Background: an optimization exercise with open tools, aiming at small area and a short achievable clock period. Do not read the settings as production practice. Where RTL was checked, it was by simulation tests only, not by an equivalence proof against the original. No functional check of the RTL was part of run 1.

## flow/design.v (module list and top-level ports; edited modules follow where they fit)
// module full_adder: 10 lines
// module final_adder: 244 lines
// module fp32_unpacker: 20 lines
// module fp32_aligner: 18 lines
// module wallace_tree_8_inputs: 507 lines
// module fp32_normalizer_rounder: 471 lines
// module fp32_packer: 14 lines
// module fp32_adder_tree_8_inputs: 711 lines
module fp32_adder_tree_8_inputs (
    input wire clk,
    input wire rst_n,
    input wire [127:0] dvr_fp32addtree8to1_s0,
    input wire [127:0] dvr_fp32addtree8to1_s1,
    input wire [2:0] cru_fp32addtree8to1,
    output wire [127:0] dr_fp32addtree8to1_d
);
  // ...
==> flow/flow/run.sh <==
#!/bin/bash
# Layout flow: ORFS, with two changes to its synthesis script and a setup
# margin for timing repair.
#  - synthesis: Yosys's generic synth step runs without its quick ABC pass, so
#    the full adders written in the RTL reach extract_fa as written (no
#    inverters around them); the final ABC mapping uses flow/abc.script.
#  - layout: standard steps; repair_timing aims at SETUP_SLACK_MARGIN; the
#    port buffers are the platform's smallest buffer.
# Each tool's output goes to ORFS's own logs (orfs/logs/...); make's output to flow.log.
set -euo pipefail
HERE=$(pwd)
FL=$HERE/flow
source $FL/params.sh
sed -e 's#^source \$::env(SCRIPTS_DIR)/synth_preamble.tcl#&\nset abc_args [lreplace $abc_args 1 1 '"$FL"'/abc.script]#' \
    -e 's#synth -top \$::env(DESIGN_NAME) -run fine: {\*}\$synth_full_args#& -noabc#' \
    $FLOW_HOME/scripts/synth.tcl > $HERE/my_synth.tcl
grep -q -- '-noabc' $HERE/my_synth.tcl
grep -q 'abc.script\]' $HERE/my_synth.tcl
sed -e "s#source \$::env(SCRIPTS_DIR)/synth.tcl#source $HERE/my_synth.tcl#" synth_recipe.tcl > my_synth_recipe.tcl
grep -q my_synth.tcl my_synth_recipe.tcl
sed -e "s#SYNTH_SCRIPT=[^ ]*#SYNTH_SCRIPT=$HERE/my_synth_recipe.tcl#" standard.sh > my_standard.sh
grep -q my_synth_recipe.tcl my_standard.sh
export SETUP_SLACK_MARGIN=$MARGIN
# every port still gets a buffer, the smallest one
export BUFFER_PORTS_ARGS="${PORTBUF:--buffer_cell sky130_fd_sc_hd__buf_1}"
bash my_standard.sh finish > flow.log 2>&1
==> flow/flow/abc.script <==
strash
dch
map -B 0.9
topo
mfs
strash
dch
map -B 0.9
topo
mfs
strash
dch
map -B 0.9
topo
stime -c
==> flow/flow/params.sh <==
MARGIN=42.5

==> flow/standard.sh <==
#!/bin/bash
# synth_recipe.tcl (not shown) runs the flow's synth.tcl, then flattens the netlist and writes it again
# the make line also repeats each setting of config.mk as NAME=value (left out here)
make -C /OpenROAD-flow-scripts/flow DESIGN_CONFIG=/design/flow/config.mk WORK_HOME=/design/flow/orfs CLKGATE_MAP_FILE= SYNTH_SCRIPT=/design/flow/synth_recipe.tcl "${@:-finish}"
==> flow/config.mk <==
export PLATFORM = sky130hd
export DESIGN_NAME = fp32_adder_tree_8_inputs
export DESIGN_NICKNAME = fp32_adder_tree_8_inputs
export VERILOG_FILES = /design/flow/design.v
export SDC_FILE = /design/flow/constraint.sdc
export NUM_CORES = 8
export LEC_CHECK = 0
export ABC_AREA = 1
export CAP_MARGIN = 20
export CORE_MARGIN = 2
export CORE_UTILIZATION = 40
export SLEW_MARGIN = 20
==> flow/constraint.sdc <==
create_clock -name core_clock -period 64.0 [get_ports {clk}]
set_input_delay 12.8000 -clock core_clock [delete_from_list [all_inputs] [get_ports {clk}]]
set_output_delay 12.8000 -clock core_clock [all_outputs]
set_load 0.01 [all_outputs]
==> summary.md, run 1 <==
| Metric | Value |
|---|---|
| Area delta synth->final | `18.5%` |
| Routed wl met2 | `62600 µm` |
| Post-synth EDFFs | `0` |
| Status | `no timing/DRC/antenna violations` |
| CP arrival | `roughly 22 ns` |
| Post-Place Cells | `about 6600` |
| Top cell by count, worst path | `fa_1` |
| Sequential area share after synthesis | `5.62%` |
| Register Area | `1730 µm²` |
| Largest net degree at the start of global routing | `between 40 and 50` |
| Die ar. | `79000 µm²` |
| Seq_cells | `86` |
| Core Area | `75900 µm²` |
| Largest delay share family, worst path | `adder cells` |
| Critical path startpoint category | `primary input` |
| Final setup viols | `0` |
| Top post-synthesis cells by area | `nand2_1 20%, fa_1 15%, o21ai_0 11%, xor2_1 8.0%, clkinv_1 7.1%` |
| Antenna diodes | `4` |
| IO Port Bufs | `between 300 and 400` |
| Synthesized netlist cell count | `slightly above 5000` |
| Top reg by flops | `row_a_q` |
| Setup bufs post-CTS | `31` |
| Worst slack, placed | `approximately 40 ns` |
| Die Height | `281 µm` |
| Syn_area_per_cell | `about 6.0 µm²` |
| Slew Limit Fails | `0` |
| Synth Cell Area | `30700 µm²` |
| Crit path from | `dvr_fp32addtree8to1_s1[74]` |
| Met3 wire length | `between 9000 and 10000 µm` |
| Area share of buffers outside the clock network | `between 7 and 8%` |
| Endpoint class of the critical path | `register` |
==> run 2: changes to the inputs <==
--- a/flow/design.v
+++ b/flow/design.v
@@ -1326,224 +1326,364 @@
     wire mx_9 = x0[0] | ~x1[0];
     wire mx_10 = x0[1] | ~x1[1];
     wire mx_11 = x0[2] | ~x1[2];
     wire mx_12 = x0[3] | ~x1[3];
     wire mx_13 = x0[4] | ~x1[4];
     wire mx_14 = x0[5] | ~x1[5];
     wire mx_15 = x0[6] | ~x1[6];
     wire mx_16 = x0[7] | ~x1[7];
-    wire mx_17 = mx_2 | (mx_10 & mx_1);
-    wire mx_18 = mx_10 & mx_9;
-    wire mx_19 = mx_4 | (mx_12 & mx_3);
-    wire mx_20 = mx_12 & mx_11;
-    wire mx_21 = mx_6 | (mx_14 & mx_5);
-    wire mx_22 = mx_14 & mx_13;
-    wire mx_23 = mx_8 | (mx_16 & mx_7);
-    wire mx_24 = mx_16 & mx_15;
-    wire mx_25 = mx_19 | (mx_20 & mx_17);
-    wire mx_26 = mx_20 & mx_18;
-    wire mx_27 = mx_23 | (mx_24 & mx_21);
-    wire mx_28 = mx_24 & mx_22;
-    wire mx_29 = mx_27 | (mx_28 & mx_25);
-    wire mx_30 = mx_28 & mx_26;
-    wire mx_31 = mx_29 | mx_30;
-    wire [7:0] mx0_0 = mx_31 ? x0 : x1;
-    wire mx_32 = x2[0] & ~x3[0];
-    wire mx_33 = x2[1] & ~x3[1];
-    wire mx_34 = x2[2] & ~x3[2];
-    wire mx_35 = x2[3] & ~x3[3];
-    wire mx_36 = x2[4] & ~x3[4];
-    wire mx_37 = x2[5] & ~x3[5];
-    wire mx_38 = x2[6] & ~x3[6];
-    wire mx_39 = x2[7] & ~x3[7];
-    wire mx_40 = x2[0] | ~x3[0];
-    wire mx_41 = x2[1] | ~x3[1];
-    wire mx_42 = x2[2] | ~x3[2];
-    wire mx_43 = x2[3] | ~x3[3];
-    wire mx_44 = x2[4] | ~x3[4];
-    wire mx_45 = x2[5] | ~x3[5];
-    wire mx_46 = x2[6] | ~x3[6];
-    wire mx_47 = x2[7] | ~x3[7];
-    wire mx_48 = mx_33 | (mx_41 & mx_32);
-    wire mx_49 = mx_41 & mx_40;
-    wire mx_50 = mx_35 | (mx_43 & mx_34);
-    wire mx_51 = mx_43 & mx_42;
-    wire mx_52 = mx_37 | (mx_45 & mx_36);
-    wire mx_53 = mx_45 & mx_44;
-    wire mx_54 = mx_39 | (mx_47 & mx_38);
-    wire mx_55 = mx_47 & mx_46;
-    wire mx_56 = mx_50 | (mx_51 & mx_48);
-    wire mx_57 = mx_51 & mx_49;
-    wire mx_58 = mx_54 | (mx_55 & mx_52);
-    wire mx_59 = mx_55 & mx_53;
-    wire mx_60 = mx_58 | (mx_59 & mx_56);
-    wire mx_61 = mx_59 & mx_57;
-    wire mx_62 = mx_60 | mx_61;
-    wire [7:0] mx0_1 = mx_62 ? x2 : x3;
-    wire mx_63 = x4[0] & ~x5[0];
-    wire mx_64 = x4[1] & ~x5[1];
-    wire mx_65 = x4[2] & ~x5[2];
-    wire mx_66 = x4[3] & ~x5[3];
-    wire mx_67 = x4[4] & ~x5[4];
-    wire mx_68 = x4[5] & ~x5[5];
-    wire mx_69 = x4[6] & ~x5[6];
-    wire mx_70 = x4[7] & ~x5[7];
-    wire mx_71 = x4[0] | ~x5[0];
-    wire mx_72 = x4[1] | ~x5[1];
-    wire mx_73 = x4[2] | ~x5[2];
-    wire mx_74 = x4[3] | ~x5[3];
-    wire mx_75 = x4[4] | ~x5[4];
-    wire mx_76 = x4[5] | ~x5[5];
-    wire mx_77 = x4[6] | ~x5[6];
-    wire mx_78 = x4[7] | ~x5[7];
-    wire mx_79 = mx_64 | (mx_72 & mx_63);
-    wire mx_80 = mx_72 & mx_71;
-    wire mx_81 = mx_66 | (mx_74 & mx_65);
-    wire mx_82 = mx_74 & mx_73;
-    wire mx_83 = mx_68 | (mx_76 & mx_67);
-    wire mx_84 = mx_76 & mx_75;
-    wire mx_85 = mx_70 | (mx_78 & mx_69);
-    wire mx_86 = mx_78 & mx_77;
-    wire mx_87 = mx_81 | (mx_82 & mx_79);
-    wire mx_88 = mx_82 & mx_80;
-    wire mx_89 = mx_85 | (mx_86 & mx_83);
-    wire mx_90 = mx_86 & mx_84;
-    wire mx_91 = mx_89 | (mx_90 & mx_87);
-    wire mx_92 = mx_90 & mx_88;
-    wire mx_93 = mx_91 | mx_92;
-    wire [7:0] mx0_2 = mx_93 ? x4 : x5;
-    wire mx_94 = x6[0] & ~x7[0];
-    wire mx_95 = x6[1] & ~x7[1];
-    wire mx_96 = x6[2] & ~x7[2];
-    wire mx_97 = x6[3] & ~x7[3];
-    wire mx_98 = x6[4] & ~x7[4];
-    wire mx_99 = x6[5] & ~x7[5];
-    wire mx_100 = x6[6] & ~x7[6];
-    wire mx_101 = x6[7] & ~x7[7];
-    wire mx_102 = x6[0] | ~x7[0];
-    wire mx_103 = x6[1] | ~x7[1];
-    wire mx_104 = x6[2] | ~x7[2];
-    wire mx_105 = x6[3] | ~x7[3];
-    wire mx_106 = x6[4] | ~x7[4];
-    wire mx_107 = x6[5] | ~x7[5];
-    wire mx_108 = x6[6] | ~x7[6];
-    wire mx_109 = x6[7] | ~x7[7];
-    wire mx_110 = mx_95 | (mx_103 & mx_94);
-    wire mx_111 = mx_103 & mx_102;
-    wire mx_112 = mx_97 | (mx_105 & mx_96);
-    wire mx_113 = mx_105 & mx_104;
-    wire mx_114 = mx_99 | (mx_107 & mx_98);
-    wire mx_115 = mx_107 & mx_106;
-    wire mx_116 = mx_101 | (mx_109 & mx_100);
-    wire mx_117 = mx_109 & mx_108;
-    wire mx_118 = mx_112 | (mx_113 & mx_110);
-    wire mx_119 = mx_113 & mx_111;
-    wire mx_120 = mx_116 | (mx_117 & mx_114);
-    wire mx_121 = mx_117 & mx_115;
-    wire mx_122 = mx_120 | (mx_121 & mx_118);
-    wire mx_123 = mx_121 & mx_119;
-    wire mx_124 = mx_122 | mx_123;
-    wire [7:0] mx0_3 = mx_124 ? x6 : x7;
-    wire mx_125 = mx0_0[0] & ~mx0_1[0];
-    wire mx_126 = mx0_0[1] & ~mx0_1[1];
-    wire mx_127 = mx0_0[2] & ~mx0_1[2];
-    wire mx_128 = mx0_0[3] & ~mx0_1[3];
-    wire mx_129 = mx0_0[4] & ~mx0_1[4];
-    wire mx_130 = mx0_0[5] & ~mx0_1[5];
-    wire mx_131 = mx0_0[6] & ~mx0_1[6];
-    wire mx_132 = mx0_0[7] & ~mx0_1[7];
-    wire mx_133 = mx0_0[0] | ~mx0_1[0];
-    wire mx_134 = mx0_0[1] | ~mx0_1[1];
-    wire mx_135 = mx0_0[2] | ~mx0_1[2];
-    wire mx_136 = mx0_0[3] | ~mx0_1[3];
-    wire mx_137 = mx0_0[4] | ~mx0_1[4];
-    wire mx_138 = mx0_0[5] | ~mx0_1[5];
-    wire mx_139 = mx0_0[6] | ~mx0_1[6];
-    wire mx_140 = mx0_0[7] | ~mx0_1[7];
-    wire mx_141 = mx_126 | (mx_134 & mx_125);
-    wire mx_142 = mx_134 & mx_133;
-    wire mx_143 = mx_128 | (mx_136 & mx_127);
-    wire mx_144 = mx_136 & mx_135;
-    wire mx_145 = mx_130 | (mx_138 & mx_129);
-    wire mx_146 = mx_138 & mx_137;
-    wire mx_147 = mx_132 | (mx_140 & mx_131);
-    wire mx_148 = mx_140 & mx_139;
-    wire mx_149 = mx_143 | (mx_144 & mx_141);
-    wire mx_150 = mx_144 & mx_142;
-    wire mx_151 = mx_147 | (mx_148 & mx_145);
-    wire mx_152 = mx_148 & mx_146;
-    wire mx_153 = mx_151 | (mx_152 & mx_149);
-    wire mx_154 = mx_152 & mx_150;
-    wire mx_155 = mx_153 | mx_154;
-    wire [7:0] mx1_0 = mx_155 ? mx0_0 : mx0_1;
-    wire mx_156 = mx0_2[0] & ~mx0_3[0];
-    wire mx_157 = mx0_2[1] & ~mx0_3[1];
-    wire mx_158 = mx0_2[2] & ~mx0_3[2];
-    wire mx_159 = mx0_2[3] & ~mx0_3[3];
-    wire mx_160 = mx0_2[4] & ~mx0_3[4];
-    wire mx_161 = mx0_2[5] & ~mx0_3[5];
-    wire mx_162 = mx0_2[6] & ~mx0_3[6];
-    wire mx_163 = mx0_2[7] & ~mx0_3[7];
-    wire mx_164 = mx0_2[0] | ~mx0_3[0];
-    wire mx_165 = mx0_2[1] | ~mx0_3[1];
-    wire mx_166 = mx0_2[2] | ~mx0_3[2];
-    wire mx_167 = mx0_2[3] | ~mx0_3[3];
-    wire mx_168 = mx0_2[4] | ~mx0_3[4];
-    wire mx_169 = mx0_2[5] | ~mx0_3[5];
-    wire mx_170 = mx0_2[6] | ~mx0_3[6];
-    wire mx_171 = mx0_2[7] | ~mx0_3[7];
-    wire mx_172 = mx_157 | (mx_165 & mx_156);
-    wire mx_173 = mx_165 & mx_164;
-    wire mx_174 = mx_159 | (mx_167 & mx_158);
-    wire mx_175 = mx_167 & mx_166;
-    wire mx_176 = mx_161 | (mx_169 & mx_160);
-    wire mx_177 = mx_169 & mx_168;
-    wire mx_178 = mx_163 | (mx_171 & mx_162);
-    wire mx_179 = mx_171 & mx_170;
-    wire mx_180 = mx_174 | (mx_175 & mx_172);
-    wire mx_181 = mx_175 & mx_173;
-    wire mx_182 = mx_178 | (mx_179 & mx_176);
-    wire mx_183 = mx_179 & mx_177;
-    wire mx_184 = mx_182 | (mx_183 & mx_180);
-    wire mx_185 = mx_183 & mx_181;
-    wire mx_186 = mx_184 | mx_185;
-    wire [7:0] mx1_1 = mx_186 ? mx0_2 : mx0_3;
-    wire mx_187 = mx1_0[0] & ~mx1_1[0];
-    wire mx_188 = mx1_0[1] & ~mx1_1[1];
-    wire mx_189 = mx1_0[2] & ~mx1_1[2];
-    wire mx_190 = mx1_0[3] & ~mx1_1[3];
-    wire mx_191 = mx1_0[4] & ~mx1_1[4];
-    wire mx_192 = mx1_0[5] & ~mx1_1[5];
-    wire mx_193 = mx1_0[6] & ~mx1_1[6];
-    wire mx_194 = mx1_0[7] & ~mx1_1[7];
-    wire mx_195 = mx1_0[0] | ~mx1_1[0];
-    wire mx_196 = mx1_0[1] | ~mx1_1[1];
-    wire mx_197 = mx1_0[2] | ~mx1_1[2];
-    wire mx_198 = mx1_0[3] | ~mx1_1[3];
-    wire mx_199 = mx1_0[4] | ~mx1_1[4];
-    wire mx_200 = mx1_0[5] | ~mx1_1[5];
-    wire mx_201 = mx1_0[6] | ~mx1_1[6];
-    wire mx_202 = mx1_0[7] | ~mx1_1[7];
-    wire mx_203 = mx_188 | (mx_196 & mx_187);
-    wire mx_204 = mx_196 & mx_195;
-    wire mx_205 = mx_190 | (mx_198 & mx_189);
-    wire mx_206 = mx_198 & mx_197;
-    wire mx_207 = mx_192 | (mx_200 & mx_191);
-    wire mx_208 = mx_200 & mx_199;
-    wire mx_209 = mx_194 | (mx_202 & mx_193);
-    wire mx_210 = mx_202 & mx_201;
-    wire mx_211 = mx_205 | (mx_206 & mx_203);
-    wire mx_212 = mx_206 & mx_204;
-    wire mx_213 = mx_209 | (mx_210 & mx_207);
-    wire mx_214 = mx_210 & mx_208;
-    wire mx_215 = mx_213 | (mx_214 & mx_211);
-    wire mx_216 = mx_214 & mx_212;
-    wire mx_217 = mx_215 | mx_216;
-    wire [7:0] mx2_0 = mx_217 ? mx1_0 : mx1_1;
+    wire mx_17 = mx_1 | (mx_9 & 1'b1);
+    wire mx_18 = mx_2 | (mx_10 & mx_17);
+    wire mx_19 = mx_10 & mx_9;
+    wire mx_20 = mx_3 | (mx_11 & mx_2);
+    wire mx_21 = mx_11 & mx_10;
+    wire mx_22 = mx_4 | (mx_12 & mx_3);
+    wire mx_23 = mx_12 & mx_11;
+    wire mx_24 = mx_5 | (mx_13 & mx_4);
+    wire mx_25 = mx_13 & mx_12;
+    wire mx_26 = mx_6 | (mx_14 & mx_5);
+    wire mx_27 = mx_14 & mx_13;
+    wire mx_28 = mx_7 | (mx_15 & mx_6);
+    wire mx_29 = mx_15 & mx_14;
+    wire mx_30 = mx_8 | (mx_16 & mx_7);
+    wire mx_31 = mx_16 & mx_15;
+    wire mx_32 = mx_20 | (mx_21 & mx_17);
+    wire mx_33 = mx_21 & mx_9;
+    wire mx_34 = mx_22 | (mx_23 & mx_18);
+    wire mx_35 = mx_23 & mx_19;
+    wire mx_36 = mx_24 | (mx_25 & mx_20);
+    wire mx_37 = mx_25 & mx_21;
+    wire mx_38 = mx_26 | (mx_27 & mx_22);
+    wire mx_39 = mx_27 & mx_23;
+    wire mx_40 = mx_28 | (mx_29 & mx_24);
+    wire mx_41 = mx_29 & mx_25;
+    wire mx_42 = mx_30 | (mx_31 & mx_26);
+    wire mx_43 = mx_31 & mx_27;
+    wire mx_44 = mx_36 | (mx_37 & mx_17);
+    wire mx_45 = mx_37 & mx_9;
+    wire mx_46 = mx_38 | (mx_39 & mx_18);
+    wire mx_47 = mx_39 & mx_19;
+    wire mx_48 = mx_40 | (mx_41 & mx_32);
+    wire mx_49 = mx_41 & mx_33;
+    wire mx_50 = mx_42 | (mx_43 & mx_34);
+    wire mx_51 = mx_43 & mx_35;
+    wire [7:0] mx0_0 = mx_50 ? x0 : x1;
+    wire mx_52 = x2[0] & ~x3[0];
+    wire mx_53 = x2[1] & ~x3[1];
+    wire mx_54 = x2[2] & ~x3[2];
+    wire mx_55 = x2[3] & ~x3[3];
+    wire mx_56 = x2[4] & ~x3[4];
+    wire mx_57 = x2[5] & ~x3[5];
+    wire mx_58 = x2[6] & ~x3[6];
+    wire mx_59 = x2[7] & ~x3[7];
+    wire mx_60 = x2[0] | ~x3[0];
+    wire mx_61 = x2[1] | ~x3[1];
+    wire mx_62 = x2[2] | ~x3[2];
+    wire mx_63 = x2[3] | ~x3[3];
+    wire mx_64 = x2[4] | ~x3[4];
+    wire mx_65 = x2[5] | ~x3[5];
+    wire mx_66 = x2[6] | ~x3[6];
+    wire mx_67 = x2[7] | ~x3[7];
+    wire mx_68 = mx_52 | (mx_60 & 1'b1);
+    wire mx_69 = mx_53 | (mx_61 & mx_68);
+    wire mx_70 = mx_61 & mx_60;
+    wire mx_71 = mx_54 | (mx_62 & mx_53);
+    wire mx_72 = mx_62 & mx_61;
+    wire mx_73 = mx_55 | (mx_63 & mx_54);
+    wire mx_74 = mx_63 & mx_62;
+    wire mx_75 = mx_56 | (mx_64 & mx_55);
+    wire mx_76 = mx_64 & mx_63;
+    wire mx_77 = mx_57 | (mx_65 & mx_56);
+    wire mx_78 = mx_65 & mx_64;
+    wire mx_79 = mx_58 | (mx_66 & mx_57);
+    wire mx_80 = mx_66 & mx_65;
+    wire mx_81 = mx_59 | (mx_67 & mx_58);
+    wire mx_82 = mx_67 & mx_66;
+    wire mx_83 = mx_71 | (mx_72 & mx_68);
+    wire mx_84 = mx_72 & mx_60;
+    wire mx_85 = mx_73 | (mx_74 & mx_69);
+    wire mx_86 = mx_74 & mx_70;
+    wire mx_87 = mx_75 | (mx_76 & mx_71);
+    wire mx_88 = mx_76 & mx_72;
+    wire mx_89 = mx_77 | (mx_78 & mx_73);
+    wire mx_90 = mx_78 & mx_74;
+    wire mx_91 = mx_79 | (mx_80 & mx_75);
+    wire mx_92 = mx_80 & mx_76;
+    wire mx_93 = mx_81 | (mx_82 & mx_77);
+    wire mx_94 = mx_82 & mx_78;
+    wire mx_95 = mx_87 | (mx_88 & mx_68);
+    wire mx_96 = mx_88 & mx_60;
+    wire mx_97 = mx_89 | (mx_90 & mx_69);
+    wire mx_98 = mx_90 & mx_70;
+    wire mx_99 = mx_91 | (mx_92 & mx_83);
+    wire mx_100 = mx_92 & mx_84;
+    wire mx_101 = mx_93 | (mx_94 & mx_85);
+    wire mx_102 = mx_94 & mx_86;
+    wire [7:0] mx0_1 = mx_101 ? x2 : x3;
+    wire mx_103 = x4[0] & ~x5[0];
+    wire mx_104 = x4[1] & ~x5[1];
+    wire mx_105 = x4[2] & ~x5[2];
+    wire mx_106 = x4[3] & ~x5[3];
+    wire mx_107 = x4[4] & ~x5[4];
+    wire mx_108 = x4[5] & ~x5[5];
+    wire mx_109 = x4[6] & ~x5[6];
+    wire mx_110 = x4[7] & ~x5[7];
+    wire mx_111 = x4[0] | ~x5[0];
+    wire mx_112 = x4[1] | ~x5[1];
+    wire mx_113 = x4[2] | ~x5[2];
+    wire mx_114 = x4[3] | ~x5[3];
+    wire mx_115 = x4[4] | ~x5[4];
+    wire mx_116 = x4[5] | ~x5[5];
+    wire mx_117 = x4[6] | ~x5[6];
+    wire mx_118 = x4[7] | ~x5[7];
+    wire mx_119 = mx_103 | (mx_111 & 1'b1);
+    wire mx_120 = mx_104 | (mx_112 & mx_119);
+    wire mx_121 = mx_112 & mx_111;
+    wire mx_122 = mx_105 | (mx_113 & mx_104);
+    wire mx_123 = mx_113 & mx_112;
+    wire mx_124 = mx_106 | (mx_114 & mx_105);
+    wire mx_125 = mx_114 & mx_113;
+    wire mx_126 = mx_107 | (mx_115 & mx_106);
+    wire mx_127 = mx_115 & mx_114;
+    wire mx_128 = mx_108 | (mx_116 & mx_107);
+    wire mx_129 = mx_116 & mx_115;
+    wire mx_130 = mx_109 | (mx_117 & mx_108);
+    wire mx_131 = mx_117 & mx_116;
+    wire mx_132 = mx_110 | (mx_118 & mx_109);
+    wire mx_133 = mx_118 & mx_117;
+    wire mx_134 = mx_122 | (mx_123 & mx_119);
+    wire mx_135 = mx_123 & mx_111;
+    wire mx_136 = mx_124 | (mx_125 & mx_120);
+    wire mx_137 = mx_125 & mx_121;
+    wire mx_138 = mx_126 | (mx_127 & mx_122);
+    wire mx_139 = mx_127 & mx_123;
+    wire mx_140 = mx_128 | (mx_129 & mx_124);
+    wire mx_141 = mx_129 & mx_125;
+    wire mx_142 = mx_130 | (mx_131 & mx_126);
+    wire mx_143 = mx_131 & mx_127;
+    wire mx_144 = mx_132 | (mx_133 & mx_128);
+    wire mx_145 = mx_133 & mx_129;
+    wire mx_146 = mx_138 | (mx_139 & mx_119);
+    wire mx_147 = mx_139 & mx_111;
+    wire mx_148 = mx_140 | (mx_141 & mx_120);
+    wire mx_149 = mx_141 & mx_121;
+    wire mx_150 = mx_142 | (mx_143 & mx_134);
+    wire mx_151 = mx_143 & mx_135;
+    wire mx_152 = mx_144 | (mx_145 & mx_136);
+    wire mx_153 = mx_145 & mx_137;
+    wire [7:0] mx0_2 = mx_152 ? x4 : x5;
+    wire mx_154 = x6[0] & ~x7[0];
+    wire mx_155 = x6[1] & ~x7[1];
+    wire mx_156 = x6[2] & ~x7[2];
+    wire mx_157 = x6[3] & ~x7[3];
+    wire mx_158 = x6[4] & ~x7[4];
+    wire mx_159 = x6[5] & ~x7[5];
+    wire mx_160 = x6[6] & ~x7[6];
+    wire mx_161 = x6[7] & ~x7[7];
+    wire mx_162 = x6[0] | ~x7[0];
+    wire mx_163 = x6[1] | ~x7[1];
+    wire mx_164 = x6[2] | ~x7[2];
+    wire mx_165 = x6[3] | ~x7[3];
+    wire mx_166 = x6[4] | ~x7[4];
+    wire mx_167 = x6[5] | ~x7[5];
+    wire mx_168 = x6[6] | ~x7[6];
+    wire mx_169 = x6[7] | ~x7[7];
+    wire mx_170 = mx_154 | (mx_162 & 1'b1);
+    wire mx_171 = mx_155 | (mx_163 & mx_170);
+    wire mx_172 = mx_163 & mx_162;
+    wire mx_173 = mx_156 | (mx_164 & mx_155);
+    wire mx_174 = mx_164 & mx_163;
+    wire mx_175 = mx_157 | (mx_165 & mx_156);
+    wire mx_176 = mx_165 & mx_164;
+    wire mx_177 = mx_158 | (mx_166 & mx_157);
+    wire mx_178 = mx_166 & mx_165;
+    wire mx_179 = mx_159 | (mx_167 & mx_158);
+    wire mx_180 = mx_167 & mx_166;
+    wire mx_181 = mx_160 | (mx_168 & mx_159);
+    wire mx_182 = mx_168 & mx_167;
+    wire mx_183 = mx_161 | (mx_169 & mx_160);
+    wire mx_184 = mx_169 & mx_168;
+    wire mx_185 = mx_173 | (mx_174 & mx_170);
+    wire mx_186 = mx_174 & mx_162;
+    wire mx_187 = mx_175 | (mx_176 & mx_171);
+    wire mx_188 = mx_176 & mx_172;
+    wire mx_189 = mx_177 | (mx_178 & mx_173);
+    wire mx_190 = mx_178 & mx_174;
+    wire mx_191 = mx_179 | (mx_180 & mx_175);
+    wire mx_192 = mx_180 & mx_176;
+    wire mx_193 = mx_181 | (mx_182 & mx_177);
+    wire mx_194 = mx_182 & mx_178;
+    wire mx_195 = mx_183 | (mx_184 & mx_179);
+    wire mx_196 = mx_184 & mx_180;
+    wire mx_197 = mx_189 | (mx_190 & mx_170);
+    wire mx_198 = mx_190 & mx_162;
+    wire mx_199 = mx_191 | (mx_192 & mx_171);
+    wire mx_200 = mx_192 & mx_172;
+    wire mx_201 = mx_193 | (mx_194 & mx_185);
+    wire mx_202 = mx_194 & mx_186;
+    wire mx_203 = mx_195 | (mx_196 & mx_187);
+    wire mx_204 = mx_196 & mx_188;
+    wire [7:0] mx0_3 = mx_203 ? x6 : x7;
+    wire mx_205 = mx0_0[0] & ~mx0_1[0];
+    wire mx_206 = mx0_0[1] & ~mx0_1[1];
+    wire mx_207 = mx0_0[2] & ~mx0_1[2];
+    wire mx_208 = mx0_0[3] & ~mx0_1[3];
+    wire mx_209 = mx0_0[4] & ~mx0_1[4];
+    wire mx_210 = mx0_0[5] & ~mx0_1[5];
+    wire mx_211 = mx0_0[6] & ~mx0_1[6];
+    wire mx_212 = mx0_0[7] & ~mx0_1[7];
+    wire mx_213 = mx0_0[0] | ~mx0_1[0];
+    wire mx_214 = mx0_0[1] | ~mx0_1[1];
+    wire mx_215 = mx0_0[2] | ~mx0_1[2];
+    wire mx_216 = mx0_0[3] | ~mx0_1[3];
+    wire mx_217 = mx0_0[4] | ~mx0_1[4];
+    wire mx_218 = mx0_0[5] | ~mx0_1[5];
+    wire mx_219 = mx0_0[6] | ~mx0_1[6];
+    wire mx_220 = mx0_0[7] | ~mx0_1[7];
+    wire mx_221 = mx_205 | (mx_213 & 1'b1);
+    wire mx_222 = mx_206 | (mx_214 & mx_221);
+    wire mx_223 = mx_214 & mx_213;
+    wire mx_224 = mx_207 | (mx_215 & mx_206);
+    wire mx_225 = mx_215 & mx_214;
+    wire mx_226 = mx_208 | (mx_216 & mx_207);
+    wire mx_227 = mx_216 & mx_215;
+    wire mx_228 = mx_209 | (mx_217 & mx_208);
+    wire mx_229 = mx_217 & mx_216;
+    wire mx_230 = mx_210 | (mx_218 & mx_209);
+    wire mx_231 = mx_218 & mx_217;
+    wire mx_232 = mx_211 | (mx_219 & mx_210);
+    wire mx_233 = mx_219 & mx_218;
+    wire mx_234 = mx_212 | (mx_220 & mx_211);
+    wire mx_235 = mx_220 & mx_219;
+    wire mx_236 = mx_224 | (mx_225 & mx_221);
+    wire mx_237 = mx_225 & mx_213;
+    wire mx_238 = mx_226 | (mx_227 & mx_222);
+    wire mx_239 = mx_227 & mx_223;
+    wire mx_240 = mx_228 | (mx_229 & mx_224);
+    wire mx_241 = mx_229 & mx_225;
+    wire mx_242 = mx_230 | (mx_231 & mx_226);
+    wire mx_243 = mx_231 & mx_227;
+    wire mx_244 = mx_232 | (mx_233 & mx_228);
+    wire mx_245 = mx_233 & mx_229;
+    wire mx_246 = mx_234 | (mx_235 & mx_230);
+    wire mx_247 = mx_235 & mx_231;
+    wire mx_248 = mx_240 | (mx_241 & mx_221);
+    wire mx_249 = mx_241 & mx_213;
+    wire mx_250 = mx_242 | (mx_243 & mx_222);
+    wire mx_251 = mx_243 & mx_223;
+    wire mx_252 = mx_244 | (mx_245 & mx_236);
+    wire mx_253 = mx_245 & mx_237;
+    wire mx_254 = mx_246 | (mx_247 & mx_238);
+    wire mx_255 = mx_247 & mx_239;
+    wire [7:0] mx1_0 = mx_254 ? mx0_0 : mx0_1;
+    wire mx_256 = mx0_2[0] & ~mx0_3[0];
+    wire mx_257 = mx0_2[1] & ~mx0_3[1];
+    wire mx_258 = mx0_2[2] & ~mx0_3[2];
+    wire mx_259 = mx0_2[3] & ~mx0_3[3];
+    wire mx_260 = mx0_2[4] & ~mx0_3[4];
+    wire mx_261 = mx0_2[5] & ~mx0_3[5];
+    wire mx_262 = mx0_2[6] & ~mx0_3[6];
+    wire mx_263 = mx0_2[7] & ~mx0_3[7];
+    wire mx_264 = mx0_2[0] | ~mx0_3[0];
+    wire mx_265 = mx0_2[1] | ~mx0_3[1];
+    wire mx_266 = mx0_2[2] | ~mx0_3[2];
+    wire mx_267 = mx0_2[3] | ~mx0_3[3];
+    wire mx_268 = mx0_2[4] | ~mx0_3[4];
+    wire mx_269 = mx0_2[5] | ~mx0_3[5];
+    wire mx_270 = mx0_2[6] | ~mx0_3[6];
+    wire mx_271 = mx0_2[7] | ~mx0_3[7];
+    wire mx_272 = mx_256 | (mx_264 & 1'b1);
+    wire mx_273 = mx_257 | (mx_265 & mx_272);
+    wire mx_274 = mx_265 & mx_264;
+    wire mx_275 = mx_258 | (mx_266 & mx_257);
+    wire mx_276 = mx_266 & mx_265;
+    wire mx_277 = mx_259 | (mx_267 & mx_258);
+    wire mx_278 = mx_267 & mx_266;
+    wire mx_279 = mx_260 | (mx_268 & mx_259);
+    wire mx_280 = mx_268 & mx_267;
+    wire mx_281 = mx_261 | (mx_269 & mx_260);
+    wire mx_282 = mx_269 & mx_268;
+    wire mx_283 = mx_262 | (mx_270 & mx_261);
+    wire mx_284 = mx_270 & mx_269;
+    wire mx_285 = mx_263 | (mx_271 & mx_262);
+    wire mx_286 = mx_271 & mx_270;
+    wire mx_287 = mx_275 | (mx_276 & mx_272);
+    wire mx_288 = mx_276 & mx_264;
+    wire mx_289 = mx_277 | (mx_278 & mx_273);
+    wire mx_290 = mx_278 & mx_274;
+    wire mx_291 = mx_279 | (mx_280 & mx_275);
+    wire mx_292 = mx_280 & mx_276;
+    wire mx_293 = mx_281 | (mx_282 & mx_277);
+    wire mx_294 = mx_282 & mx_278;
+    wire mx_295 = mx_283 | (mx_284 & mx_279);
+    wire mx_296 = mx_284 & mx_280;
+    wire mx_297 = mx_285 | (mx_286 & mx_281);
+    wire mx_298 = mx_286 & mx_282;
+    wire mx_299 = mx_291 | (mx_292 & mx_272);
+    wire mx_300 = mx_292 & mx_264;
+    wire mx_301 = mx_293 | (mx_294 & mx_273);
+    wire mx_302 = mx_294 & mx_274;
+    wire mx_303 = mx_295 | (mx_296 & mx_287);
+    wire mx_304 = mx_296 & mx_288;
+    wire mx_305 = mx_297 | (mx_298 & mx_289);
+    wire mx_306 = mx_298 & mx_290;
+    wire [7:0] mx1_1 = mx_305 ? mx0_2 : mx0_3;
+    wire mx_307 = mx1_0[0] & ~mx1_1[0];
+    wire mx_308 = mx1_0[1] & ~mx1_1[1];
+    wire mx_309 = mx1_0[2] & ~mx1_1[2];
+    wire mx_310 = mx1_0[3] & ~mx1_1[3];
+    wire mx_311 = mx1_0[4] & ~mx1_1[4];
+    wire mx_312 = mx1_0[5] & ~mx1_1[5];
+    wire mx_313 = mx1_0[6] & ~mx1_1[6];
+    wire mx_314 = mx1_0[7] & ~mx1_1[7];
+    wire mx_315 = mx1_0[0] | ~mx1_1[0];
+    wire mx_316 = mx1_0[1] | ~mx1_1[1];
+    wire mx_317 = mx1_0[2] | ~mx1_1[2];
+    wire mx_318 = mx1_0[3] | ~mx1_1[3];
+    wire mx_319 = mx1_0[4] | ~mx1_1[4];
+    wire mx_320 = mx1_0[5] | ~mx1_1[5];
+    wire mx_321 = mx1_0[6] | ~mx1_1[6];
+    wire mx_322 = mx1_0[7] | ~mx1_1[7];
+    wire mx_323 = mx_307 | (mx_315 & 1'b1);
+    wire mx_324 = mx_308 | (mx_316 & mx_323);
+    wire mx_325 = mx_316 & mx_315;
+    wire mx_326 = mx_309 | (mx_317 & mx_308);
+    wire mx_327 = mx_317 & mx_316;
+    wire mx_328 = mx_310 | (mx_318 & mx_309);
+    wire mx_329 = mx_318 & mx_317;
+    wire mx_330 = mx_311 | (mx_319 & mx_310);
+    wire mx_331 = mx_319 & mx_318;
+    wire mx_332 = mx_312 | (mx_320 & mx_311);
+    wire mx_333 = mx_320 & mx_319;
+    wire mx_334 = mx_313 | (mx_321 & mx_312);
+    wire mx_335 = mx_321 & mx_320;
+    wire mx_336 = mx_314 | (mx_322 & mx_313);
+    wire mx_337 = mx_322 & mx_321;
+    wire mx_338 = mx_326 | (mx_327 & mx_323);
+    wire mx_339 = mx_327 & mx_315;
+    wire mx_340 = mx_328 | (mx_329 & mx_324);
+    wire mx_341 = mx_329 & mx_325;
+    wire mx_342 = mx_330 | (mx_331 & mx_326);
+    wire mx_343 = mx_331 & mx_327;
+    wire mx_344 = mx_332 | (mx_333 & mx_328);
+    wire mx_345 = mx_333 & mx_329;
+    wire mx_346 = mx_334 | (mx_335 & mx_330);
+    wire mx_347 = mx_335 & mx_331;
+    wire mx_348 = mx_336 | (mx_337 & mx_332);
+    wire mx_349 = mx_337 & mx_333;
+    wire mx_350 = mx_342 | (mx_343 & mx_323);
+    wire mx_351 = mx_343 & mx_315;
+    wire mx_352 = mx_344 | (mx_345 & mx_324);
+    wire mx_353 = mx_345 & mx_325;
+    wire mx_354 = mx_346 | (mx_347 & mx_338);
+    wire mx_355 = mx_347 & mx_339;
+    wire mx_356 = mx_348 | (mx_349 & mx_340);
+    wire mx_357 = mx_349 & mx_341;
+    wire [7:0] mx2_0 = mx_356 ? mx1_0 : mx1_1;
     wire [7:0] emax = mx2_0;
     wire [7:0] dif [0:7];
     wire [7:0] nx0 = ~ex[0];
     wire [7:0] d0;
     wire df_1 = emax[0] & nx0[0];
     wire df_2 = emax[1] & nx0[1];
     wire df_3 = emax[2] & nx0[2];
     wire df_4 = emax[3] & nx0[3];
@@ -1947,49 +2087,39 @@
             fp32_aligner a (
                 .sign(sgn[i]), .hidden(hid[i]), .mantissa(man[i]),
                 .diff(dif[i]),
                 .aligned(aligned[32*i +: 32]));
         end
     endgenerate
     wire [35:0] row_a, row_b, sum;
     wallace_tree_8_inputs tree (.data_in(aligned), .sgn(sgn), .row_a(row_a), .row_b(row_b));
-    reg [35:0] row_a_q;
-    reg [35:0] row_b_q;
-    reg [7:0] emax_q;
-    reg nan_q;
-    reg inf_q;
-    reg ninf_q;
-    reg allneg_q;
-    reg valid_q;
-    reg [1:0] seg_q;
-    always @(posedge clk or negedge rst_n) begin
-        if (!rst_n) valid_q <= 1'b0;
-        else valid_q <= cru_fp32addtree8to1[2];
-    end
-    always @(posedge clk) begin
-        row_a_q <= row_a;
-        row_b_q <= row_b;
-        emax_q <= emax;
-        nan_q <= res_nan;
-        inf_q <= res_inf;
-        ninf_q <= ninf;
-        allneg_q <= all_neg;
-        seg_q <= cru_fp32addtree8to1[1:0];
-    end
-    wire [35:0] sum_q;
-    final_adder cpa (.a(row_a_q), .b(row_b_q), .sum(sum_q));
-    wire neg = sum_q[35];
-    wire [34:0] mag = sum_q[34:0] ^ {35{neg}};
+    final_adder cpa (.a(row_a), .b(row_b), .sum(sum));
+    wire neg = sum[35];
+    wire [34:0] mag = sum[34:0] ^ {35{neg}};
     wire zero = ~|mag;
-    wire sign = zero ? allneg_q : neg;
+    wire sign = zero ? all_neg : neg;
     wire [30:0] res;
     wire overflow;
-    fp32_normalizer_rounder nr (.mag(mag), .exp_in(emax_q), .res(res), .overflow(overflow));
+    fp32_normalizer_rounder nr (.mag(mag), .exp_in(emax), .res(res), .overflow(overflow));
     wire [31:0] fp_sum_result;
-    fp32_packer pk (.res_nan(nan_q), .res_inf(inf_q), .inf_sign(ninf_q),
+    fp32_packer pk (.res_nan(res_nan), .res_inf(res_inf), .inf_sign(ninf),
                     .overflow(overflow), .sign(sign), .res(res), .fp_out(fp_sum_result));
+    reg [31:0] sum_qn;
+    reg        valid_q;
+    reg [1:0]  seg_q;
+    always @(posedge clk or negedge rst_n) begin
+        if (!rst_n) begin
+            sum_qn  <= 32'b0;
+            valid_q <= 1'b0;
+            seg_q   <= 2'b0;
+        end else begin
+            sum_qn  <= ~fp_sum_result;
+            valid_q <= cru_fp32addtree8to1[2];
+            seg_q   <= cru_fp32addtree8to1[1:0];
+        end
+    end
     assign dr_fp32addtree8to1_d = {
-        {32{valid_q & (seg_q == 2'b11)}} & fp_sum_result,
-        {32{valid_q & (seg_q == 2'b10)}} & fp_sum_result,
-        {32{valid_q & (seg_q == 2'b01)}} & fp_sum_result,
-        {32{valid_q & (seg_q == 2'b00)}} & fp_sum_result};
+        {32{valid_q & (seg_q == 2'b11)}} & ~sum_qn,
+        {32{valid_q & (seg_q == 2'b10)}} & ~sum_qn,
+        {32{valid_q & (seg_q == 2'b01)}} & ~sum_qn,
+        {32{valid_q & (seg_q == 2'b00)}} & ~sum_qn};
 endmodule
==> flow/flow/abc.script (replaced) <==
strash
dch
map -B 0.9
strash
dch
map -B 0.9
topo
stime -c
buffer -c
upsize -c
dnsize -c
==> flow/flow/params.sh (replaced) <==
MARGIN=34
==> run 2 against run 1 <==
Still clean; global-route usage fell by 1.7 points; sequential share of layout area fell by 2.2 points; final cell count fell by 2.6%; worst setup slack got worse by 7.5 ns; wire length fell by 1.8%; critical path type unchanged; via count fell by 3.0%; die area rose by 1.7%.
==> summary.md, run 2 <==
| Metric | Value |
|---|---|
| Starting density of the core | `around two fifths` |
| Top_reg_cell synth | `dfrtp_1` |
| Largest net degree at the start of global routing | `42 (-4.5%)` |
| Vias in the first global route | `~33000` |
| Crit path time final | `28.77 ns` |
| CTS Sinks | `35` |
| Largest fanout on the critical path | `33` |
| Post-synth EDFFs | `0 (unchanged)` |
| Initial DRC count | `3742` |
| Initial antenna violation count | `7` |
| Routed wire length | `133000 µm` |
| Cell area after layout | `~34000 µm²` |
| Bufs and invs on worst path | `10` |
| Required time of the worst setup path | `around 64 ns` |
| RSZ-0062 raised after global routing | `false` |
| Most frequent cells in the layout | `1444 x nand2_1, 721 x o21ai_0, 513 x nor2_1` |
| Total GRT Usage | `a little under a third` |
| Slew HR | `~29%` |
| Worst path max stage delay | `0.58 ns` |
| Share of cells above drive strength 1 | `slightly above 6%` |
| Flops & latches, synth | `35` |
| Max cap viols | `0` |
| Area of the multi-input gates | `approximately 27000 µm²` |
| Commonest non-fill, non-tap cell in the layout | `nand2_1` |
| Setup TNS Final | `0 ns` |
| Overflow after GRT | `0` |
| Via count | `roughly 36000` |
| Worst-case clock buffer depth | `2` |
| Slew Limit Fails | `0 (unchanged)` |
| Register Area | `876 µm² (-49%)` |
| H-tree depth | `2` |
| FP Rows | `roughly 100` |
| Sequential area share after synthesis | `2.80% (-2.8 points)` |
| CTS tree | `done` |
| HP Class | `primary input to async pin` |
| Final hold violation count | `0` |
| Post-Place Cells | `6505 (-1.8%)` |
| # IOs | `389` |
| Top post-synthesis cells by area | `nand2_1 17%, fa_1 15%, o21ai_0 12%, xor2_1 9.1%, nor2_1 6.3%` |
| Achievable Freq | `34.8 MHz` |
| Top flop regs | `sum_qn x32, seg_q x2, valid_q x1` |
| Synth async-reset ratio | `100%` |
| Root buf cell | `clkbuf_16` |
| Final setup viols | `0 (unchanged)` |
| Top cell type by total area after synthesis | `nand2_1` |
| Drc violations | `0` |
| Crit Path Category | `primary input to register` |
| Area after DPL | `between 30000 and 40000 µm²` |
| Largest delay share family, worst path | `simple AND/OR/NAND/NOR gates` |
| Die X | `between 200 and 300 µm` |
| Final nets | `~6000` |
| Finished Layout Cells | `roughly 6600` |
| Crit path from | `dvr_fp32addtree8to1_s1[89]` |
| Die ar. | `80300 µm² (+1.7%)` |
| CP max-delay cell | `fa_1` |
| Slew @ Worst Pin | `between 1 and 1.5 ns` |
| Core Area | `77300 µm² (+1.8%)` |
| Commonest cells post-synth | `1452 x nand2_1, 729 x o21ai_0, 523 x nor2_1, 461 x inv_1, 325 x xor2_1` |
| Top reg by flops | `sum_qn` |
| First-pass GRT wire length | `~200000 µm` |
| CTS Hold Bufs | `0` |
| Die Height | `283 µm (+0.86%)` |
| IO Port Bufs | `388 (unchanged)` |
| 1st-pass router iterations | `8` |
| Top cell by count, worst path | `nand2_1` |
| Max reg flops | `32` |
| HPWL Detailed | `between 100000 and 150000 µm` |
| Status | `no timing/DRC/antenna violations` |
| WL per Instance | `about 20 µm` |
| Synth unique cells | `between 60 and 70` |
| Synth Cell Area | `31200 µm² (+1.8%)` |
| Period utilisation layout | `~45%` |
| Post-synth top area share | `~17%` |
| Total nets after synthesis | `approximately 5900` |
| Area delta synth->final | `9.28%` |
| Cts bufs inserted | `5` |
| Critical path startpoint category | `primary input` |
| CTS clock-pin slew for the worst setup and hold paths | `roughly 0.050 ns` |
| GPL Wtd Cong | `approximately 1.0` |
| DRT antenna net count | `0` |
| Vias per std cell | `roughly 5.5` |
| Fillers | `~8600` |
| Synthesized netlist cell count | `5301 (+2.8%)` |
| Syn_area_per_cell | `5.89 µm² (-0.97%)` |
| Endpoint class of the critical path | `register` |
| CP arrival | `28.98 ns (+7.45 ns)` |
| Most frequent cell after synthesis | `nand2_1` |
| Critical path depth | `88` |
| Yosys warns | `1` |
-- run 2: changes by cell type after synthesis, sizes merged, moves of 35 or more --
cell    change
xor2       +43
a22oi      -57
buf        +56
nand3      -79
nand2     -144
nor2      +122
mux2i      +35
clkbuf    +214
clkinv    -570
o21ai      +67
a21oi      +99
dfxtp      -85
inv       +489
-- run 2: cells by family after synthesis --
logic type / synth area share, %
DFF: 2.80
adders and majority gates: 20.2
xor gates and xnor gates: 9.95
AOI/OAI and AO/OA: 18.2
buffers and inverters: 9.84
and+or+nand+nor: 35.2
muxes: 3.81
-- run 2: routing by layer --
metal	global-route usage (%)	vias to the layer above	part of all wire [%]	wire length [µm]
met4	9.60	6	4.5	5960
met1	41.9	16900	43	57600
li1	-	17800	-	-
met5	0	-	0.037	49
met2	51.7	1396	45	59600
met3	3.59	224	7.2	9620
-- run 2: layout make-up --
cell class              count  area share [%]
diodes                      3          0.0220
clock buffers               6           0.407
clock inverters             1          0.0147
inverters                 500            5.84
multi-input cells        4498            80.5
flip-flops and latches     35            2.57
well taps                1040            3.81
repair buffers            482            6.51
repair inverters           18           0.315
-- run 2: how the worst max path moves through the flow --
stage	endpoint	slack [ns]
3_5_place_dp	sum_qn[0]	32.98
4_1_cts	sum_qn[0]	34.03
3_3_place_gp	sum_qn[0]	33.29
5_1_grt	sum_qn[0]	33.95
6_report	sum_qn[0]	35.23
2_1_floorplan	sum_qn[21]	37.59
-- run 2: what timing repair did --
item	in CTS	in global routing
resized for setup	15	95
pin swaps	0	12
gates cloned	0	20
buffers inserted	0	48
endpoints found under the setup margin	31	31
-- run 2: stage by stage --
stage | setup slack (ns) | util, % | hold WS (ns)
6_report | 35.23 | 44.1 | 12.62
4_1_cts | 34.03 | 43.1 | 12.62
2_1_floorplan | 37.59 | - | 12.50
3_5_place_dp | 32.98 | 42.9 | 12.90
5_1_grt | 33.95 | 44.1 | 12.62
3_3_place_gp | 33.29 | 42.9 | 12.90
==> run 3: changes to the inputs <==
==> flow/flow/params.sh (replaced) <==
MARGIN=35
==> run 3 against run 2 <==
Synthesized area did not move; critical path depth shrank 4; final cell count barely moved; count of clock-buffer cells in the layout unchanged; wire length is essentially flat; synthesized cell count did not move; hold slack worse by 0.0015 ns; global-route usage up 0.27 points; highest routed layer unchanged.
==> summary.md, run 3 <==
| Metric | Value |
|---|---|
| Top_reg_cell synth | `dfrtp_1` |
| GPL Wtd Cong | `1.03 (unchanged)` |
| Root buf cell | `clkbuf_16` |
| Worst path max stage delay | `0.79 ns (+0.21 ns)` |
| Max reg flops | `32 (unchanged)` |
| Area delta synth->final | `10.1%` |
| Synth Cell Area | `31200 µm² (unchanged)` |
| First-pass GRT wire length | `198000 µm (+0.88%)` |
| Endpoint class of the critical path | `register` |
| Post-synth EDFFs | `0 (unchanged)` |
| Final setup viols | `0 (unchanged)` |
| Slew HR | `22.5% (-6.5 points)` |
| Post-synth top area share | `17.4% (unchanged)` |
| WL per Instance | `20.2 µm (about the same)` |
| Initial antenna violation count | `7 (unchanged)` |
| Initial DRC count | `3862 (+3.2%)` |
| Yosys warns | `1 (unchanged)` |
| 1st-pass router iterations | `7 (-1)` |
| Top cell type by total area after synthesis | `nand2_1` |
| Top flop regs | `sum_qn x32, seg_q x2, valid_q x1` |
| Sequential area share after synthesis | `2.80% (unchanged)` |
| Setup TNS Final | `0 ns (unchanged)` |
| Vias in the first global route | `33400 (+0.77%)` |
| CP arrival | `28.13 ns (-0.85 ns)` |
| Fin util | `44.5% (+0.32 points)` |
| Final nets | `6172 (+0.097%)` |
| CTS tree | `done` |
| Share of cells above drive strength 1 | `6.67% (+0.46 points)` |
| Worst hold slack | `12.62 ns (-0.00150 ns)` |
| Vias per std cell | `5.53 (+0.25%)` |
| Most frequent cell after synthesis | `nand2_1` |
| Period utilisation layout | `43.7% (-1.2 points)` |
| Die X | `283 µm (unchanged)` |
| CTS clock-pin slew for the worst setup and hold paths | `0.05 ns (about the same)` |
| Post-synthesis mux area share | `3.81% (unchanged)` |
| Commonest cells post-synth | `1452 x nand2_1, 729 x o21ai_0, 523 x nor2_1, 461 x inv_1, 325 x xor2_1` |
| Largest delay share family, worst path | `simple AND/OR/NAND/NOR gates` |
| Total GRT Usage | `31.3% (+0.27 points)` |
| Total nets after synthesis | `5927 (unchanged)` |
| Achievable Freq | `35.7 MHz (+2.8%)` |
| Overflow after GRT | `0 (unchanged)` |
| Die Height | `283 µm (unchanged)` |
| CP max-delay cell | `fa_2` |
| Slew @ Worst Pin | `1.13 ns (+0.0950 ns)` |
| Max cap viols | `0 (unchanged)` |
| RSZ-0062 raised after global routing | `false` |
| Synth unique cells | `65 (unchanged)` |
| Synthesized netlist cell count | `5301 (unchanged)` |
| Starting density of the core | `40.4% (unchanged)` |
| Drc violations | `0 (unchanged)` |
| Commonest non-fill, non-tap cell in the layout | `nand2_1` |
| HPWL Detailed | `112000 µm (unchanged)` |
| Fillers | `8557 (-0.13%)` |
| Largest fanout on the critical path | `30 (-9.1%)` |
| Crit Path Category | `primary input to register` |
| Routed wire length | `133000 µm (about the same)` |
| Core Area | `77300 µm² (unchanged)` |
| Adder-cell share of the synthesized area | `20.2% (unchanged)` |
| HP Class | `primary input to async pin` |
| Largest net degree at the start of global routing | `42 (unchanged)` |
| Via count | `36400 (+0.31%)` |
| Final hold violation count | `0 (unchanged)` |
| CTS Hold Bufs | `0 (unchanged)` |
| # IOs | `389 (unchanged)` |
| Die ar. | `80300 µm² (unchanged)` |
| Crit path time final | `27.98 ns (-0.797 ns)` |
| Top post-synthesis cells by area | `nand2_1 17%, fa_1 15%, o21ai_0 12%, xor2_1 9.1%, nor2_1 6.3%` |
| Flops & latches, synth | `35 (unchanged)` |
| Synth async-reset ratio | `100% (unchanged)` |
| Synth Area in XOR/XNOR | `9.95% (unchanged)` |
| IO Port Bufs | `388 (unchanged)` |
| Top cell by count, worst path | `nand2_1` |
| Post-synthesis compound-gate area fraction | `18.2% (unchanged)` |
| Bufs and invs on worst path | `8 (-2)` |
| Syn_area_per_cell | `5.89 µm² (unchanged)` |
| Worst-case clock buffer depth | `2 (unchanged)` |
| Required time of the worst setup path | `64.15 ns (-0.05 ns)` |
| Cell area after layout | `34400 µm² (+0.72%)` |
| Synth Area in Simple Gates | `35.2% (unchanged)` |
| FP Rows | `102 (unchanged)` |
| CTS Sinks | `35 (unchanged)` |
| Cts bufs inserted | `5 (unchanged)` |
| H-tree depth | `2 (unchanged)` |
| DRT antenna net count | `0 (unchanged)` |
| Slew Limit Fails | `0 (unchanged)` |
| Area after DPL | `33200 µm² (unchanged)` |
| Most frequent cells in the layout | `1441 x nand2_1, 705 x o21ai_0, 513 x nor2_1` |
| Status | `no timing/DRC/antenna violations` |
| Critical path startpoint category | `primary input` |
| Largest family of logic cells by synthesized area | `simple AND/OR/NAND/NOR gates` |
| Top reg by flops | `sum_qn` |
-- run 3: routing by layer --
metal,GRT usage [%],vias up,share of wire (%)
li1,-,17800,-
met1,42.2,16900,43
met2,52.3,1419,46
met3,3.54,220,7.3
met4,9.64,12,3.9
met5,0,-,0.064
-- run 3: area by class of cell --
type	instances	area [µm²]	area share, %
diodes	1	2.50	0.00728
clock buffers	6	139	0.404
clock inverters	1	5.00	0.0146
inverters	500	2010	5.85
multi-input cells	4498	27600	80.4
flip-flops and latches	35	876	2.55
well taps	1040	1300	3.78
repair buffers	488	2280	6.64
repair inverters	18	120	0.349
-- run 3: worst paths after layout --
path	startpoint	end	slack [ns]	depth (start not counted)
worst max-delay path	dvr_fp32addtree8to1_s1[121]	sum_qn[0]	36.02	84
worst min-delay path	rst_n	sum_qn[22]	12.62	1
max in group asynchronous	rst_n	sum_qn[3]	50.85	1
min in group core_clock	cru_fp32addtree8to1[2]	valid_q	12.63	1
-- run 3: logic make-up after synthesis --
kind of cell,count (synthesis)
AO/OA/AOI/OAI,1069
XOR/XNOR,355
AND/OR/NAND/NOR,2588
flip-flops,35
buffers and inverters,770
multiplexers,119
adder cells (fa/ha/maj),365
-- run 3: stage by stage --
step,setup WS (ns),std cells
final,36.02,6587
after detailed placement,32.98,6505
after floorplan,37.59,5301
after CTS,35.01,6533
after global placement,33.29,6504
after global routing,34.89,6587
-- run 3: repair_timing --
| action | in CTS | in global routing |
|---|---|---|
| buffers inserted | 13 | 41 |
| resized for setup | 53 | 125 |
| endpoints found under the setup margin | 31 | 31 |
| gates cloned | 8 | 12 |
| pin swaps | 5 | 13 |
==> run 4: changes to the inputs <==
==> flow/flow/params.sh (replaced) <==
MARGIN=36
==> run 4 against run 3 <==
Hold slack improved by 0.0020 ns; first-iteration DRC count rose by 1.4%; still clean on timing, DRC and antenna; wire length rose by 0.86%; worst setup slack improved by 0.75 ns; final area rose by 2.3%; largest cell class unchanged; via count rose by 0.70%; critical endpoint is now sum_qn[3]; sequential share of layout area fell by 0.057 points; highest routed layer unchanged.
==> summary.md, run 4 <==
| Metric | Value |
|---|---|
| Status | `no timing/DRC/antenna violations` |
| Initial DRC count | `3917 (+1.4%)` |
| Commonest non-fill, non-tap cell in the layout | `nand2_1` |
| Synth Cell Area | `31200 µm² (unchanged)` |
| Top cell type by total area after synthesis | `nand2_1` |
| Most frequent cells in the layout | `1433 x nand2_1, 696 x o21ai_0, 503 x nor2_1` |
| Synthesized netlist cell count | `5301 (unchanged)` |
| Area delta synth->final | `12.6%` |
| Crit Path Category | `primary input to register` |
| Largest fanout on the critical path | `29 (-3.3%)` |
| Overflow after GRT | `0 (unchanged)` |
| Largest delay share family, worst path | `simple AND/OR/NAND/NOR gates` |
| Achievable Freq | `36.7 MHz (+2.8%)` |
| 1st-pass router iterations | `6 (-1)` |
| WL per Instance | `20.2 µm (+0.18%)` |
| Final nets | `6215 (+0.70%)` |
| Flops & latches, synth | `35 (unchanged)` |
| Via count | `36700 (+0.70%)` |
| Die X | `283 µm (unchanged)` |
| Routed wire length | `134000 µm (+0.86%)` |
| Slew @ Worst Pin | `1.15 ns (+0.0140 ns)` |
| Worst path max stage delay | `0.56 ns (-0.23 ns)` |
| GPL Wtd Cong | `1.03 (unchanged)` |
| Top cell by count, worst path | `nand2_1` |
| Crit path time final | `27.23 ns (-0.749 ns)` |
| Area after DPL | `33200 µm² (unchanged)` |
| Syn_area_per_cell | `5.89 µm² (unchanged)` |
| DRT antenna net count | `0 (unchanged)` |
| Cell area after layout | `35200 µm² (+2.3%)` |
| Sequential area share after synthesis | `2.80% (unchanged)` |
| Top flop regs | `sum_qn x32, seg_q x2, valid_q x1` |
| HP Class | `primary input to async pin` |
| HPWL Detailed | `112000 µm (unchanged)` |
| CTS Hold Bufs | `0 (unchanged)` |
| Share of cells above drive strength 1 | `8.61% (+1.9 points)` |
| Synth async-reset ratio | `100% (unchanged)` |
| Yosys warns | `1 (unchanged)` |
| CP arrival | `27.32 ns (-0.81 ns)` |
| Setup TNS Final | `0 ns (unchanged)` |
| Vias in the first global route | `33700 (+0.96%)` |
| Top post-synthesis cells by area | `nand2_1 17%, fa_1 15%, o21ai_0 12%, xor2_1 9.1%, nor2_1 6.3%` |
| Largest net degree at the start of global routing | `42 (unchanged)` |
| Top reg by flops | `sum_qn` |
| CTS Sinks | `35 (unchanged)` |
| Total nets after synthesis | `5927 (unchanged)` |
| H-tree depth | `2 (unchanged)` |
| # IOs | `389 (unchanged)` |
| Period utilisation layout | `42.5% (-1.2 points)` |
| Endpoint class of the critical path | `register` |
| Worst-case clock buffer depth | `2 (unchanged)` |
| Starting density of the core | `40.4% (unchanged)` |
| RSZ-0062 raised after global routing | `false` |
| Slew Limit Fails | `0 (unchanged)` |
| First-pass GRT wire length | `200000 µm (+0.86%)` |
| Max cap viols | `0 (unchanged)` |
| Post-synth EDFFs | `0 (unchanged)` |
| Die ar. | `80300 µm² (unchanged)` |
| Total GRT Usage | `31.6% (+0.29 points)` |
| Root buf cell | `clkbuf_16` |
| Commonest cells post-synth | `1452 x nand2_1, 729 x o21ai_0, 523 x nor2_1, 461 x inv_1, 325 x xor2_1` |
| FP Rows | `102 (unchanged)` |
| CP max-delay cell | `fa_2` |
| Max reg flops | `32 (unchanged)` |
| Bufs and invs on worst path | `10 (+2)` |
| Drc violations | `0 (unchanged)` |
| CTS tree | `done` |
| IO Port Bufs | `388 (unchanged)` |
| Required time of the worst setup path | `64.09 ns (-0.06 ns)` |
| Vias per std cell | `5.53 (about the same)` |
| Final setup viols | `0 (unchanged)` |
| Initial antenna violation count | `8 (+1)` |
| Synth unique cells | `65 (unchanged)` |
| Top_reg_cell synth | `dfrtp_1` |
| Post-synth top area share | `17.4% (unchanged)` |
| Slew HR | `21.5% (-0.96 points)` |
| Die Height | `283 µm (unchanged)` |
| Most frequent cell after synthesis | `nand2_1` |
| Final hold violation count | `0 (unchanged)` |
| Core Area | `77300 µm² (unchanged)` |
| Cts bufs inserted | `5 (unchanged)` |
| Critical path startpoint category | `primary input` |
| CTS clock-pin slew for the worst setup and hold paths | `0.05 ns (about the same)` |
run 4: cell count changes in the layout (fill, tap and decap cells not counted), moves of 9 or more:
cell / change
buf_4: +34
buf_1: -17
clkbuf_2: +15
xor2_1: -13
xor2_2: +13
nor2_1: -10
o21ai_0: -9
run 4: cell type report:
type                            count  area (µm²)
Tap cell                         1040        1300
Inverter                          500        2050
Clock buffer                        6         139
Timing Repair inverter             20         133
Sequential cell                    35         876
Timing Repair Buffer              525        2650
Multi-Input combinational cell   4502       28000
Clock inverter                      1        5.00
Fill cell                        8495       42200
Antenna cell                        3        7.51
run 4: per-layer routing:
metal / part of all wire (%) / track usage, %
met5: 0.058 / 0
met4: 4.1 / 9.58
met3: 7.3 / 3.31
met2: 45 / 53.0
met1: 43 / 42.7
run 4: through the flow:
| step | hold slack (ns) | util, % | instances | setup slack [ns] |
|---|---|---|---|---|
| 2_1_floorplan | 12.50 | - | 5301 | 37.59 |
| 3_3_place_gp | 12.90 | 42.9 | 6504 | 33.29 |
| 3_5_place_dp | 12.90 | 42.9 | 6505 | 32.98 |
| 4_1_cts | 12.62 | 43.9 | 6558 | 36.00 |
| 5_1_grt | 12.62 | 45.5 | 6631 | 35.78 |
| 6_report | 12.62 | 45.5 | 6632 | 36.77 |
run 4: worst max-delay path by stage:
stage | startpoint | endpoint | slack, ns | depth (start not counted)
after global routing | dvr_fp32addtree8to1_s1[45] | sum_qn[12] | 35.78 | 89
final | dvr_fp32addtree8to1_s1[28] | sum_qn[3] | 36.77 | 83
after CTS | dvr_fp32addtree8to1_s1[61] | sum_qn[0] | 36.00 | 91
after floorplan | dvr_fp32addtree8to1_s1[78] | sum_qn[21] | 37.59 | 88
after global placement | dvr_fp32addtree8to1_s1[45] | sum_qn[0] | 33.29 | 87
after detailed placement | dvr_fp32addtree8to1_s1[45] | sum_qn[0] | 32.98 | 87
run 4: repair_timing:
action | in CTS | in global routing
pin swaps | 13 | 25
gates resized for setup | 107 | 194
setup buffers | 32 | 57
gates cloned | 14 | 14
setup endpoints to repair | 32 | 31
hold endpoints to repair | 0 | 0
run 4: cells by family (layout without fill, tap and decap cells):
logic type	after synthesis	in the layout	share of synthesized area, %
compound gates	1069	1069	18.2
xor+xnor	355	355	9.95
fa+ha+maj	365	365	20.2
buf+inv	770	1052	9.84
flops	35	35	2.80
mux	119	119	3.81
other cells	0	3	0
simple gates	2588	2594	35.2

-- port drivers added, routing unchanged --
Ports are ideal in the flow. The routed layouts listed here were re-timed in OpenROAD. Step 1 assumes that a clkbuf_16 drives the clock port and a buf_2 every other input. Step 2, shift: input delay + t, output delay - t, t = (earliest + latest rising clock arrival at the registers) / 2. This alone moves slack from input paths to output paths. Slacks: no drivers / after step 1 / after step 2; pairs: no drivers / after step 1.
run	t, ns	slack for setup (ns)	hold slack, ns	slew at the worst register clock pin (ns)	worst slew at a driven data input, ns
run 1	0.429	42.723 / 42.727 / 42.298	12.171 / 12.143 / 12.572	0.09 / 0.09	0.09
run 2	0.304	35.225 / 35.241 / 34.936	12.623 / 12.620 / 12.925	0.05 / 0.05	0.09
run 3	0.307	36.022 / 36.006 / 35.699	12.621 / 12.618 / 12.925	0.05 / 0.05	0.09
run 4	0.306	36.771 / 36.761 / 36.455	12.623 / 12.619 / 12.925	0.05 / 0.05	0.09
After both steps every run listed still meets setup and hold. The setup slack of run 1, which loses most, moves by +0.004 ns with the drivers and by -0.425 ns with both steps.
